What follows belongs to an exercise in optimizing a design on an open flow for a short achievable clock period and few clock cycles per item; a production flow would make more cautious choices.
The RTL was checked by simulation tests, not by an equivalence proof against the original design.
Power and IR drop assume default switching activity.

[config.mk]
export PLATFORM = sky130hd
export DESIGN_NAME = repacketizer
export DESIGN_NICKNAME = repacketizer
export VERILOG_FILES = /design/flow/design.v
export SDC_FILE = /design/flow/constraint.sdc
export NUM_CORES = 4
export LEC_CHECK = 0
export CAP_MARGIN = 20
export CORE_MARGIN = 10
export CORE_UTILIZATION = 40
export SLEW_MARGIN = 20
[run.sh]
#!/bin/bash
# synth_recipe.tcl (not shown) runs the flow's synth.tcl, then flattens the netlist and writes it again
# the make line also repeats each setting of config.mk as NAME=value (left out here)
make -C /OpenROAD-flow-scripts/flow DESIGN_CONFIG=/design/flow/config.mk WORK_HOME=/design/flow/orfs CLKGATE_MAP_FILE= SYNTH_SCRIPT=/design/flow/synth_recipe.tcl finish
[design.v]
module repacketizer
  #( parameter MAXPACKET = 16,
     parameter DEST_PORT_NUMBER = 8'hdd,
     parameter SRC_PORT_NUMBER = 8'hee,
     parameter NAGLE_COUNTER = 16'h40 )
  ( CLK, RESET,
    dataFifoData, dataFifoDataEnable,
    sizeFifoData, sizeFifoDataEnable, sizeFifoDataEmpty,
    packetout, packetoutValid );
   input             CLK;
   input             RESET;
   input [7:0]       dataFifoData;
   output reg        dataFifoDataEnable;
   input [7:0]       sizeFifoData;
   output reg        sizeFifoDataEnable;
   input             sizeFifoDataEmpty;
   output [7:0]      packetout;
   output            packetoutValid;
   localparam [2:0] S_NEXT = 3'd0, S_PLAN = 3'd1, S_HDR = 3'd2,
                    S_DATA = 3'd3, S_WAIT = 3'd4;
   reg [7:0]  ns;           
   reg        nsv;          
   reg        ns_take;      
   reg [5:0]  ecnt;         
   reg [7:0]  din;          
   reg        dvalid;       
   reg [3:0]  dcnt;         
   reg [2:0]  state;
   reg [7:0]  rem;          
   reg [7:0]  totlen;
   reg [4:0]  pieceno;
   reg [7:0]  seqno;        
   reg [4:0]  used;         
   reg [3:0]  tl;           
   reg [15:0] wpos;         
   reg [7:0]  B [0:15];
   reg [7:0]  O [0:19];
   reg [19:0] V;
   reg        ld1, ld2, ld3;
   reg [7:0]  s1 [0:7];
   reg [7:0]  s2 [0:3];
   reg [7:0]  s3 [0:1];
   assign packetout = O[0];
   assign packetoutValid = V[0];
   wire       load = (state == S_WAIT) && !V[0];
   wire [3:0] space = 4'd12 - used[3:0];
   wire [3:0] tl_new = (rem[7:4] == 4'd0 && rem[3:0] < space) ? rem[3:0] : space;
   integer i;
   always @(*) begin
      ns_take = (state == S_NEXT) && (rem == 8'd0) && nsv;
   end
   always @(posedge CLK) begin
      if (RESET) begin
         sizeFifoDataEnable <= 1'b0;
         nsv <= 1'b0;
         ecnt <= 6'd0;
      end else begin
         sizeFifoDataEnable <= !sizeFifoDataEmpty && !sizeFifoDataEnable &&
                               (!nsv || ns_take);
         if (sizeFifoDataEnable)
           nsv <= 1'b1;
         else if (ns_take)
           nsv <= 1'b0;
         if (!sizeFifoDataEmpty)
           ecnt <= 6'd0;
         else if (!ecnt[5])
           ecnt <= ecnt + 6'd1;
      end
      if (sizeFifoDataEnable)
        ns <= sizeFifoData;
   end
   always @(posedge CLK) begin
      din <= dataFifoData;
      if (RESET) begin
         dataFifoDataEnable <= 1'b0;
         dvalid <= 1'b0;
         dcnt <= 4'd0;
      end else begin
         dvalid <= dataFifoDataEnable;
         if (state == S_PLAN) begin
            dataFifoDataEnable <= 1'b1;
            dcnt <= tl_new;
         end else if (dataFifoDataEnable) begin
            dataFifoDataEnable <= (dcnt != 4'd1);
            dcnt <= dcnt - 4'd1;
         end
      end
   end
   always @(posedge CLK) begin
      if (RESET) begin
         state <= S_NEXT;
         rem <= 8'd0;
         used <= 5'd0;
         seqno <= 8'd0;
         wpos <= 16'd1;
         for (i = 0; i < 16; i = i + 1) B[i] <= 8'd0;
      end else begin
         case (state)
           S_NEXT: begin
              if (rem != 8'd0) begin
                 state <= S_PLAN;
              end else if (nsv) begin
                 rem <= ns;
                 totlen <= ns;
                 pieceno <= 5'd0;
                 state <= S_PLAN;
              end else if (used != 5'd0 && ecnt[5] && !V[0]) begin
                 state <= S_WAIT;
              end
           end
           S_PLAN: begin
              tl <= tl_new;
              state <= S_HDR;
           end
           S_HDR: begin
              for (i = 0; i < 16; i = i + 1) begin
                 if (wpos[i]) B[i] <= totlen;
                 if (i >= 1 && wpos[(i+15)%16]) B[i] <= {4'd0, tl};
                 if (i >= 2 && wpos[(i+14)%16]) B[i] <= {3'd0, pieceno};
                 if (i >= 3 && wpos[(i+13)%16]) B[i] <= seqno;
              end
              wpos <= wpos << 4;
              used <= used + 5'd4 + {1'b0, tl};
              rem <= rem - {4'd0, tl};
              pieceno <= pieceno + 5'd1;
              state <= S_DATA;
           end
           S_DATA: begin
              if (dvalid) begin
                 for (i = 0; i < 16; i = i + 1)
                   if (wpos[i]) B[i] <= din;
                 wpos <= wpos << 1;
                 if (!dataFifoDataEnable)
                   state <= (used[4] || used[3:2] == 2'b11) ? S_WAIT : S_NEXT;
              end
           end
           S_WAIT: begin
              if (!V[0]) begin
                 for (i = 0; i < 16; i = i + 1) B[i] <= 8'd0;
                 wpos <= 16'd1;
                 used <= 5'd0;
                 seqno <= seqno + 8'd1;
                 state <= S_NEXT;
              end
           end
           default: state <= S_NEXT;
         endcase
      end
   end
   always @(posedge CLK) begin
      for (i = 0; i < 8; i = i + 1) s1[i] <= B[2*i] + B[2*i+1];
      for (i = 0; i < 4; i = i + 1) s2[i] <= s1[2*i] + s1[2*i+1];
      for (i = 0; i < 2; i = i + 1) s3[i] <= s2[2*i] + s2[2*i+1];
   end
   always @(posedge CLK) begin
      if (RESET) begin
         V <= 20'd0;
         ld1 <= 1'b0;
         ld2 <= 1'b0;
         ld3 <= 1'b0;
         for (i = 0; i < 20; i = i + 1) O[i] <= 8'd0;
      end else begin
         ld1 <= load;
         ld2 <= ld1;
         ld3 <= ld2;
         if (load) begin
            O[0] <= DEST_PORT_NUMBER;
            O[1] <= SRC_PORT_NUMBER;
            O[2] <= {3'd0, used};
            O[3] <= 8'd0;
            for (i = 0; i < 16; i = i + 1) O[4+i] <= B[i];
            for (i = 0; i < 20; i = i + 1) V[i] <= (i < used + 4);
         end else begin
            for (i = 0; i < 19; i = i + 1) O[i] <= O[i+1];
            O[19] <= 8'd0;
            if (ld3) O[0] <= s3[0] + s3[1];
            V <= {1'b0, V[19:1]};
         end
      end
   end
endmodule
[constraint.sdc]
create_clock -name core_clock -period 5.0 [get_ports {CLK}]
set_input_delay 1.0000 -clock core_clock [delete_from_list [all_inputs] [get_ports {CLK}]]
set_output_delay 1.0000 -clock core_clock [all_outputs]
set_load 0.01 [all_outputs]
==> impl_results.md, run 1 <==
* Outcome: timing/DRC/antenna clean
* DIE WIDTH at 267 µm
* Starting Density at 0.404
* Worst R2R Path Depth at 6
* Avg Inst Size Synth at between 8 and 9 µm²
* Clock slew at reported path FFs at ~60 ps
* RSZ-0062 raised after global routing: false
* Clock Skews at 36.0 ps
* Sw frac at 0.366
* Worst Path Required at 5510 ps
* Library cells used by synthesis at 71
* Pre-Repair DR Iteration Count at 6
* CTS tree: yes
* Register share of total power at 0.391
* Leakage Power at slightly above 10 nW
* Total number of vias at roughly 20000
* Sequential fraction of the synthesis area at 0.430
* Total number of yosys warnings at 6
* Ant. Diodes at 0
* Final setup vio count at 0
* Largest fanout on the critical path at approximately 160
* H-Tree Depth at 2
* R2R Setup Slk at between 1500 and 2000 ps
* First-pass GRT wire length at between 100000 and 150000 µm
* Internal power at approximately 9.7 mW
* Synth-to-Final Area Change at 10.0%
* Maximum vdd drop at about 0.00029 V
* Max-Cap Viols at 0
* Post-CTS sizing at 0
* Most instantiated cells after synthesis: dfxtp_1 (485), nand2_1 (345), a21oi_1 (328)
* Critical path type: reg -> reg
* Final hold violations at 0
* Clk buf depth at 3
* Source of the worst hold timing path: V[8]
* All-Layer GR Usage at 0.186
* Count leader, synth: dfxtp_1
* Yosys top cell by area: dfxtp_1
* Min cycle time layout at roughly 3000 ps
* Hpwl dp at 45300 µm
* Worst path top cell family by delay: compound AO/OA/AOI/OAI gates
* Post-synth net total at 2958
* Vias in the first global route at roughly 19000
* Die span in y at approximately 270 µm
* Worst EP arrival at about 3600 ps
* Slew Limit Fails at 0
* Routed Antenna Nets at 0
* Final hold slack at approximately 420 ps
* R2R Path Start: state[2]
* CP Capture Type: register
* R2R Path End: B[15][5]
* Initial antenna violation count at 0
* Cells after synthesis at 2788
* Residual DRC count at 0
* CTS Hold Buffers Added at 0
* Pwr Total at about 15 mW
* Drt total wl at around 69000 µm
* Setup crit start kind: register
* Layout cells sized above 1 at 0.0506
* Yosys top cell area share at 0.399
* Worst hold path type: reg -> reg
* CTS Buf Count at 54
* GRT Residual Overflow at 0
* Worst-path cell chain: nor4b_4 > buf_12 > a211o_2 > o21a_1 > nor2_1 > a311oi_1
* Core ar. at 60200 µm²
* Pwr dens at around 570 nW/µm²
* Max stage delay on crit path at between 600 and 700 ps
* Fmax at between 300 and 400 MHz
* Row count at 90
* DR WL/cell at between 15 and 20 µm
* Worst slew pin tran at between 1000 and 1500 ps
* Worst skew pair latency at between 600 and 700 ps
* IO Port Bufs at 29
* Area of the die at ~71000 µm²
* Period utilisation layout at 0.610
* Switching pwr at roughly 5.6 mW
* TNS Setup at 0 ps
* Clock power share at 0.274
* Slowest cell on crit path: dfxtp_1
* Critical path buffers and inverters at 1
* Nets at around 2900
* Postcts setup bufs at 0
* Synth Register Bits at 510
* Worst slew margin at 0.270
* Top_reg_cell synth: dfxtp_1
* Clk sinks at just over 500
* Comb pwr share at 0.335
* Vias per cell at approximately 5.7
* Clock root cell: clkbuf_16
* Post-Syn Area at 24300 µm²
* Hold depth at 1
* Number of DRC markers in iteration 0 at 2233
* Worst hold endpoint: V[7]
* GPL Wtd Cong at between 0.8 and 0.9
* Ports at 30
* Top cells by area, synth: dfxtp_1 (40%), ha_1 (6.9%), a21oi_1 (6.8%)
* Fraction of registers with async set/reset at 0
* Number of synthesized flops with an enable pin at 25
* Largest net degree at the start of global routing at 160
layout make-up:
cell class | instances | area (µm²)
fillers | 5791 | 33500
multi-input cells | 1953 | 12600
repair buffers | 41 | 423
clock buffers | 76 | 1530
well taps | 782 | 978
flip-flops and latches | 510 | 10500
inverters | 126 | 473
clock inverters | 23 | 329
stage by stage:
| stage | worst slack, ps | std cells | instance area (µm²) | util |
|---|---|---|---|---|
| 4_1_cts | 1940 | 3511 | 26700 | 0.444 |
| 6_report | 1950 | 3511 | 26700 | 0.444 |
| 2_1_floorplan | 2500 | 2788 | 24300 | - |
| 3_5_place_dp | 1640 | 3412 | 24900 | 0.413 |
| 5_1_grt | 1670 | 3511 | 26700 | 0.444 |
| 3_3_place_gp | 1700 | 3412 | 24900 | 0.413 |
layer usage:
metal | share of wire | GRT usage | wire length, µm
met1 | 0.45 | 0.248 | 30500
met2 | 0.45 | 0.300 | 30800
met3 | 0.070 | 0.0290 | 4780
met4 | 0.035 | 0.0717 | 2420
met5 | 0 | 0 | 0
state kept, by name, summed over array words and instances (netlist names), 3 cells and up:
| signal | flops |
|---|---|
| O | 160 |
| B | 128 |
| s1 | 64 |
| s2 | 32 |
| V | 20 |
| s3 | 16 |
| wpos | 16 |
| din | 8 |
| ns | 8 |
| rem | 8 |
| seqno | 8 |
| totlen | 8 |
| ecnt | 6 |
| pieceno | 5 |
| used | 5 |
| dcnt | 4 |
| tl | 4 |
| state | 3 |
power groups by stage:
stage / Sequential, mW / Combinational [mW] / Clock (mW)
after global placement: 6.03 / 4.89 / 0
after floorplan: 5.43 / 4.17 / 0
after global routing: 6.05 / 5.71 / 4.40
final: 5.96 / 5.10 / 4.18
after CTS: 5.96 / 5.09 / 4.25
after detailed placement: 6.04 / 5.05 / 0
how the worst max path moves through the flow:
stage / depth (start not counted) / slack (ps) / startpoint / end
after floorplan: 3 / 2500 / RESET / totlen[0]
after global placement: 5 / 1700 / RESET / B[7][4]
after detailed placement: 4 / 1640 / RESET / O[19][3]
after CTS: 6 / 1940 / state[2] / B[15][3]
after global routing: 6 / 1670 / state[2] / B[15][3]
final: 6 / 1950 / state[2] / B[15][5]
kinds of logic after synthesis:
group	after synthesis	share of synthesized area
fa+ha+maj	151	0.0830
xor+xnor	94	0.0339
compound gates	834	0.223
buf+inv	325	0.0544
simple gates	798	0.144
mux	76	0.0315
flops	510	0.430
cell usage in the layout (no fill, tap or decap), drive strengths merged, types with 66 or more instances in the layout:
master and n:
dfxtp 485, nand2 345, a21oi 336, nor2 252, ha 134, inv 127, a211oi 97, clkbuf 76
o21ai 72, mux2i 71, xnor2 66
Testbench counts, summed over its fixed seeds: cycles 104,017, bytes 56,698.
==> inputs of run 2 (changes only) <==
--- a/config.mk
+++ b/config.mk
@@ -9,3 +9,4 @@
 export CORE_MARGIN = 10
 export CORE_UTILIZATION = 40
+export SETUP_SLACK_MARGIN = 3.2
 export SLEW_MARGIN = 20
==> run 2 against run 1 <==
Net effect: sequential cell count is the same; critical endpoint is now B[9][6]; maximum frequency grew 45%; worst hold slack gained 5.2 ps; still clean on timing, DRC and antenna; sequential power grew 2%; non-clock buffer count grew 219; highest routed layer unchanged.
==> impl_results.md, run 2 <==
* Outcome: timing/DRC/antenna clean (unchanged)
* Synth Area in Compound Gates at 0.223 (unchanged)
* Leakage Power at 12.5 nW (was 10.3 nW)
* Initial antenna violation count at 0 (unchanged)
* Total number of vias at 22497 (was 19920)
* Fraction of registers with async set/reset at 0 (unchanged)
* Crit path top cell by count: buf_6
* Mux contribution to synthesized area at 0.0315 (unchanged)
* Yosys top cell area share at 0.399 (unchanged)
* Worst Path Required at 5500 ps (was 5510 ps)
* Largest net degree at the start of global routing at 119 (was 160)
* Drt total wl at 87200 µm (was 68500 µm)
* Stages on worst setup path at 11 (was 6)
* Setup slack after placement at 1660 ps (was 1640 ps)
* Min cycle time layout at 2110 ps (was 3050 ps)
* Final cell count without fillers at 3756 (was 3511)
* Most common cell after layout, fill and taps aside: dfxtp_1 (unchanged)
* IO Port Bufs at 29 (unchanged)
* CP Capture Type: register (unchanged)
* Post-synth net total at 2958 (unchanged)
* Switching pwr at 6.81 mW (was 5.58 mW)
* Total number of yosys warnings at 6 (unchanged)
* Ports at 30 (unchanged)
* Biggest regs: O (160), B (128), s1 (64) (unchanged)
* Cells after synthesis at 2788 (unchanged)
* Residual DRC count at 0 (unchanged)
* Largest register FFs at 160 (unchanged)
* R2R Setup Slk at 2890 ps (was 1950 ps)
* Period utilisation layout at 0.422 (was 0.610)
* Layout cells sized above 1 at 0.316 (was 0.0506)
* Fmax at 474 MHz (was 328 MHz)
* Clock slew at reported path FFs at 70 ps (was 60 ps)
* Worst-path cell chain: buf_12 > nor4b_4 > buf_6 > a211oi_4 > buf_6 > buf_6 > buf_16 > a21oi_4 > buf_12 > nor2_1 > a311oi_1 (was nor4b_4 > buf_12 > a211o_2 > o21a_1 > nor2_1 > a311oi_1)
* Clk buf depth at 3 (unchanged)
* Clk sinks at 510 (unchanged)
* Slew Limit Fails at 0 (unchanged)
* Library cells used by synthesis at 71 (unchanged)
* CTS Buf Count at 53 (was 54)
* Sequential fraction of the synthesis area at 0.430 (unchanged)
* Clock Skews at 40.5 ps (was 36.0 ps)
* Setup crit start kind: register (unchanged)
* Main combinational cell family by area after synthesis: compound AO/OA/AOI/OAI gates (unchanged)
* Internal power at 10.8 mW (was 9.66 mW)
* PnR worst setup slack at 2890 ps (was 1950 ps)
* Number of synthesized flops with an enable pin at 25 (unchanged)
* Worst slew margin at 0.270 (about the same)
* Worst slew pin tran at 1100 ps (about the same)
* Max stage delay on crit path at 360 ps (was 620 ps)
* RSZ-0062 raised after global routing: true (was false)
* Final core occ at 0.543 (was 0.444)
* H-Tree Depth at 2 (unchanged)
* Max-Cap Viols at 0 (unchanged)
* Worst EP arrival at 2610 ps (was 3560 ps)
* Synth-to-Final Area Change at 34.7% (was 10.0%)
* Critical path buffers and inverters at 6 (was 1)
* GRT Residual Overflow at 0 (unchanged)
* R2R Path End: B[9][6] (was B[15][5])
* Most flop-heavy register: O (unchanged)
* Most instantiated cells after synthesis: dfxtp_1 (485), nand2_1 (345), a21oi_1 (328) (unchanged)
* Final hold violations at 0 (unchanged)
* Row count at 90 (unchanged)
* Post-Syn Area at 24300 µm² (unchanged)
* Avg Inst Size Synth at 8.72 µm² (unchanged)
* Worst path top cell family by delay: buffers and inverters (was compound AO/OA/AOI/OAI gates)
* Clock power share at 0.232 (was 0.274)
* Maximum vdd drop at 0.000347 V (was 0.000294 V)
* Top_reg_cell synth: dfxtp_1 (unchanged)
* Simple-gate share of the synthesized area at 0.144 (unchanged)
* CTS Hold Buffers Added at 0 (unchanged)
* Hpwl dp at 46100 µm (was 45300 µm)
* Die span in y at 267 µm (unchanged)
* Crit path launch: V[0] (was state[2])
* TNS Setup at 0 ps (unchanged)
* Pwr dens at 538 nW/µm² (was 570 nW/µm²)
* Number of DRC markers in iteration 0 at 2132 (was 2233)
* Core ar. at 60200 µm² (unchanged)
* CTS tree: yes (unchanged)
* Clock root cell: clkbuf_16 (unchanged)
* Largest fanout on the critical path at 7 (was 159)
* Final setup vio count at 0 (unchanged)
* Area of the die at 71000 µm² (unchanged)
* Nets at 3104 (was 2856)
* Register share of total power at 0.346 (was 0.391)
* Yosys top cell by area: dfxtp_1 (unchanged)
* Worst hold path type: reg -> reg (unchanged)
* Synth Area in XOR/XNOR at 0.0339 (unchanged)
* Slowest cell on crit path: dfxtp_4 (was dfxtp_1)
* Post-Synth Adder-Cell Area at 0.0830 (unchanged)
* Placed cells at 3414 (was 3412)
* Sw frac at 0.386 (was 0.366)
* Comb pwr share at 0.423 (was 0.335)
* Setup crit end: B[9][6] (was B[15][5])
* Most frequent cells in the layout: dfxtp_1 (415), nand2_1 (271), a21oi_1 (235), nor2_1 (194) (was dfxtp_1 (485), nand2_1 (345), a21oi_1 (328), nor2_1 (250), ha_1 (134))
* Count leader, synth: dfxtp_1 (unchanged)
* GPL Wtd Cong at 0.865 (was 0.864)
* DIE WIDTH at 267 µm (unchanged)
* Pre-Repair DR Iteration Count at 7 (was 6)
* First-pass GRT wire length at 122000 µm (was 107000 µm)
* Routed Antenna Nets at 0 (unchanged)
* Top cells by area, synth: dfxtp_1 (40%), ha_1 (6.9%), a21oi_1 (6.8%) (unchanged)
* Critical path type: reg -> reg (unchanged)
* DR WL/cell at 23.2 µm (was 19.5 µm)
* Starting Density at 0.404 (unchanged)
* Vias per cell at 5.99 (was 5.67)
* Final hold slack at 426 ps (was 421 ps)
* Synth Register Bits at 510 (unchanged)
* Worst R2R Path Depth at 11 (was 6)
* Ant. Diodes at 0 (unchanged)
* R2R Path Start: V[0] (was state[2])
* Vias in the first global route at 21028 (was 18929)
* All-Layer GR Usage at 0.217 (was 0.186)
* Worst skew pair latency at 630 ps (about the same)
## run 2: changes by cell type in the layout (fill, tap and decap cells not counted), moves of 55 or more
cell,change
nor2_1,-56
a21oi_1,-93
nand2_1,-74
buf_6,+55
dfxtp_1,-70
a211oi_2,+69
a21oi_2,+84
a211oi_1,-71
buf_4,+97
nand2_4,+63
## run 2: cell type report
| type | instances | area (µm²) |
|---|---|---|
| multi-input cells | 1983 | 15600 |
| clock buffers | 70 | 1570 |
| well taps | 782 | 978 |
| repair buffers | 260 | 3310 |
| fillers | 4951 | 27500 |
| clock inverters | 25 | 229 |
| flip-flops and latches | 510 | 10600 |
| inverters | 126 | 499 |
## run 2: how the worst min path moves through the flow
stage                         from  endpoint  slack [ps]  cells after the start
after global placement       V[12]     V[11]         410                      1
after floorplan              V[12]     V[11]         400                      1
final                        V[12]     V[11]         430                      1
after global routing      O[11][2]  O[10][2]         450                      2
after CTS                    V[12]     V[11]         430                      1
after detailed placement     V[12]     V[11]         410                      1
## run 2: power groups by stage
stage | Combinational, mW | Sequential, mW | Clock (mW)
6_report | 7.45 | 6.09 | 4.09
3_5_place_dp | 5.13 | 6.07 | 0
2_1_floorplan | 4.27 | 5.44 | 0
4_1_cts | 6.26 | 5.98 | 4.12
5_1_grt | 8.03 | 6.15 | 4.29
3_3_place_gp | 4.99 | 6.05 | 0
## run 2: logic make-up after synthesis
kind of cell	Yosys count
AOI/OAI and AO/OA	834
and+or+nand+nor	798
xor gates and xnor gates	94
muxes	76
buffers and inverters	325
adders and majority gates	151
DFF	510
## run 2: layer usage
layer | wire (µm) | GRT usage
met1 | 34500 | 0.278
met4 | 4630 | 0.0987
met3 | 8600 | 0.0451
met5 | 0 | 0
met2 | 39500 | 0.346
## run 2: repair_timing
item | CTS | global route
cloned | 36 | 24
pin swaps | 89 | 286
gates resized for setup | 327 | 585
setup buffers | 101 | 86
endpoints found under the setup margin | 419 | 330
## run 2: metrics by stage
step	power [mW]	area (µm²)
final	17.6	32700
after global placement	11.0	25000
after detailed placement	11.2	25000
after CTS	16.4	29300
after global routing	18.5	32700
after floorplan	9.71	24600
==> inputs of run 3 (changes only) <==
--- a/config.mk
+++ b/config.mk
@@ -6,4 +6,5 @@
 export NUM_CORES = 4
 export LEC_CHECK = 0
+export ABC_CLOCK_PERIOD_IN_PS = 1500
 export CAP_MARGIN = 20
 export CORE_MARGIN = 10
==> run 3 against run 2 <==
Net effect: non-clock buffer count is the same; register-to-register slack hardly changed; largest power group unchanged; first-iteration DRC count unchanged; critical endpoint unchanged; sequential power is essentially flat; critical path depth unchanged; still clean on timing, DRC and antenna; combinational power hardly changed.
==> impl_results.md, run 3 <==
* Worst skew pair latency at 630 ps (about the same)
* Vias in the first global route at 21028 (unchanged)
* Final hold slack at 426 ps (unchanged)
* Crit path launch: V[0] (unchanged)
* Maximum vdd drop at 0.000347 V (unchanged)
* Die span in y at 267 µm (unchanged)
* DR WL/cell at 23.2 µm (unchanged)
* Worst hold path type: reg -> reg (unchanged)
* Post-Syn Area at 24300 µm² (unchanged)
* Setup slack after placement at 1660 ps (unchanged)
* CTS Buf Count at 53 (unchanged)
* Period utilisation layout at 0.422 (unchanged)
* Number of DRC markers in iteration 0 at 2132 (unchanged)
* Count leader, synth: dfxtp_1 (unchanged)
* Yosys top cell by area: dfxtp_1 (unchanged)
* Area of the die at 71000 µm² (unchanged)
* Most flop-heavy register: O (unchanged)
* Slew Limit Fails at 0 (unchanged)
* Avg Inst Size Synth at 8.72 µm² (unchanged)
* Starting Density at 0.404 (unchanged)
* Synth-to-Final Area Change at 34.7% (unchanged)
* Clock slew at reported path FFs at 70 ps (about the same)
* Clk sinks at 510 (unchanged)
* Pwr dens at 538 nW/µm² (unchanged)
* Synth Register Bits at 510 (unchanged)
* Total number of vias at 22497 (unchanged)
* Top_reg_cell synth: dfxtp_1 (unchanged)
* RSZ-0062 raised after global routing: true (unchanged)
* Setup crit start kind: register (unchanged)
* Clock Skews at 40.5 ps (unchanged)
* Outcome: timing/DRC/antenna clean (unchanged)
* TNS Setup at 0 ps (unchanged)
* Most frequent cells in the layout: dfxtp_1 (415), nand2_1 (271), a21oi_1 (235), nor2_1 (194) (unchanged)
* Worst slew pin tran at 1100 ps (unchanged)
* Yosys top cell area share at 0.399 (unchanged)
* Fraction of registers with async set/reset at 0 (unchanged)
* Biggest regs: O (160), B (128), s1 (64) (unchanged)
* Ports at 30 (unchanged)
* Worst Path Required at 5500 ps (about the same)
* GPL Wtd Cong at 0.865 (unchanged)
* Worst slew margin at 0.270 (unchanged)
* Ant. Diodes at 0 (unchanged)
* Routed Antenna Nets at 0 (unchanged)
* R2R Path Start: V[0] (unchanged)
* PnR worst setup slack at 2890 ps (unchanged)
* Top cells by area, synth: dfxtp_1 (40%), ha_1 (6.9%), a21oi_1 (6.8%) (unchanged)
* Most common cell after layout, fill and taps aside: dfxtp_1 (unchanged)
* Cells after synthesis at 2788 (unchanged)
* Total number of yosys warnings at 6 (unchanged)
* Pre-Repair DR Iteration Count at 7 (unchanged)
* Largest net degree at the start of global routing at 119 (unchanged)
* Largest fanout on the critical path at 7 (unchanged)
* Sequential fraction of the synthesis area at 0.430 (unchanged)
* CP Capture Type: register (unchanged)
* Core ar. at 60200 µm² (unchanged)
* Worst EP arrival at 2610 ps (about the same)
* All-Layer GR Usage at 0.217 (unchanged)
* Layout cells sized above 1 at 0.316 (unchanged)
* Hpwl dp at 46100 µm (unchanged)
* Final cell count without fillers at 3756 (unchanged)
* CTS tree: yes (unchanged)
* Critical path type: reg -> reg (unchanged)
* Drt total wl at 87200 µm (unchanged)
* Clk buf depth at 3 (unchanged)
* First-pass GRT wire length at 122000 µm (unchanged)
* Leakage Power at 12.5 nW (unchanged)
* GRT Residual Overflow at 0 (unchanged)
* Number of synthesized flops with an enable pin at 25 (unchanged)
* Placed cells at 3414 (unchanged)
* Row count at 90 (unchanged)
* Source of the worst hold timing path: V[12] (unchanged)
* Nets at 3104 (unchanged)
* Fmax at 474 MHz (unchanged)
* DIE WIDTH at 267 µm (unchanged)
* Largest register FFs at 160 (unchanged)
* H-Tree Depth at 2 (unchanged)
* Vias per cell at 5.99 (unchanged)
* Max-Cap Viols at 0 (unchanged)
* Min cycle time layout at 2110 ps (unchanged)
* Final setup vio count at 0 (unchanged)
* Post-synth net total at 2958 (unchanged)
* IO Port Bufs at 29 (unchanged)
* Library cells used by synthesis at 71 (unchanged)
* Residual DRC count at 0 (unchanged)
* Initial antenna violation count at 0 (unchanged)
* Clock root cell: clkbuf_16 (unchanged)
* Final hold violations at 0 (unchanged)
* Most instantiated cells after synthesis: dfxtp_1 (485), nand2_1 (345), a21oi_1 (328) (unchanged)
## run 3: worst paths after layout
kind | endpoint | slack, ps | depth (start not counted)
setup / recovery | B[9][6] | 2890 | 11
hold / removal | V[11] | 430 | 1
setup reg to reg | B[9][6] | 2890 | 11
hold reg to reg | V[11] | 430 | 1
## run 3: cell families (layout without fill, tap and decap cells)
logic type,after synthesis,count (layout),share of synthesized area
and+or+nand+nor,798,810,0.144
adders and majority gates,151,151,0.0830
buffers and inverters,325,481,0.0544
xor gates and xnor gates,94,94,0.0339
DFF,510,510,0.430
AOI/OAI and AO/OA,834,852,0.223
muxes,76,76,0.0315
## run 3: area by class of cell
cell class | count | area [µm²]
multi-input combinational | 1983 | 15600
clock buffer | 70 | 1570
fill | 4951 | 27500
inverter | 126 | 499
timing repair buffer | 260 | 3310
tap | 782 | 978
clock inverter | 25 | 229
sequential | 510 | 10600
## run 3: report_power, final
part,leakage [nW],internal [mW],switching (mW)
registers,4.22,5.02,1.07
logic,7.41,3.43,4.01
clock network,0.896,2.36,1.73
## run 3: metal layers
metal	global-route usage	wire length (µm)	vias to the layer above
li1	-	-	10205
met1	0.278	34500	10772
met2	0.346	39500	1184
met3	0.0451	8600	336
met4	0.0987	4630	0
met5	0	0	-
## run 3: timing repair
action | in CTS | in global routing
resized for setup | 327 | 585
pin swaps | 89 | 286
gates cloned | 36 | 24
hold buffers | 0 | 0
endpoints found under the setup margin | 419 | 330
buffers inserted | 101 | 86
## run 3: worst max-delay path, stage by stage (launching register included)
cell and delay (ps):
dfxtp_4 360, buf_12 140, nor4b_4 220, buf_6 170, a211oi_4 50, buf_6 160
buf_6 120, buf_16 140, a21oi_4 190, buf_12 160, nor2_1 40, a311oi_1 220
## run 3: per-stage QoR
step	area, µm²	power, mW	utilization
after detailed placement	25000	11.2	0.415
after floorplan	24600	9.71	-
after global routing	32700	18.5	0.543
after CTS	29300	16.4	0.486
final	32700	17.6	0.543
after global placement	25000	11.0	0.415

re-timing with driven ports:
In the flow no input, the clock included, has a driving cell. The finished layouts below were timed again as built, in two steps. Step 1, drivers: a clkbuf_16 drives CLK and a buf_2 each remaining input, both assumed. Step 2, shift: input delay + t, output delay - t, t = (earliest + latest rising clock arrival at the registers) / 2. This alone moves slack from input paths to output paths. Three values: ideal, step 1, step 2; two values: the first two.
run	t, ns	setup slack, ns	hold slack, ns	worst setup path after step 2
run 1	0.675	1.949 / 1.949 / 1.631	0.421 / 0.421 / 0.421	input to register
run 2	0.667	2.892 / 2.833 / 2.465	0.426 / 0.426 / 0.426	input to register
run 3	0.667	2.892 / 2.833 / 2.465	0.426 / 0.426 / 0.426	input to register
After both steps every run listed still meets setup and hold.
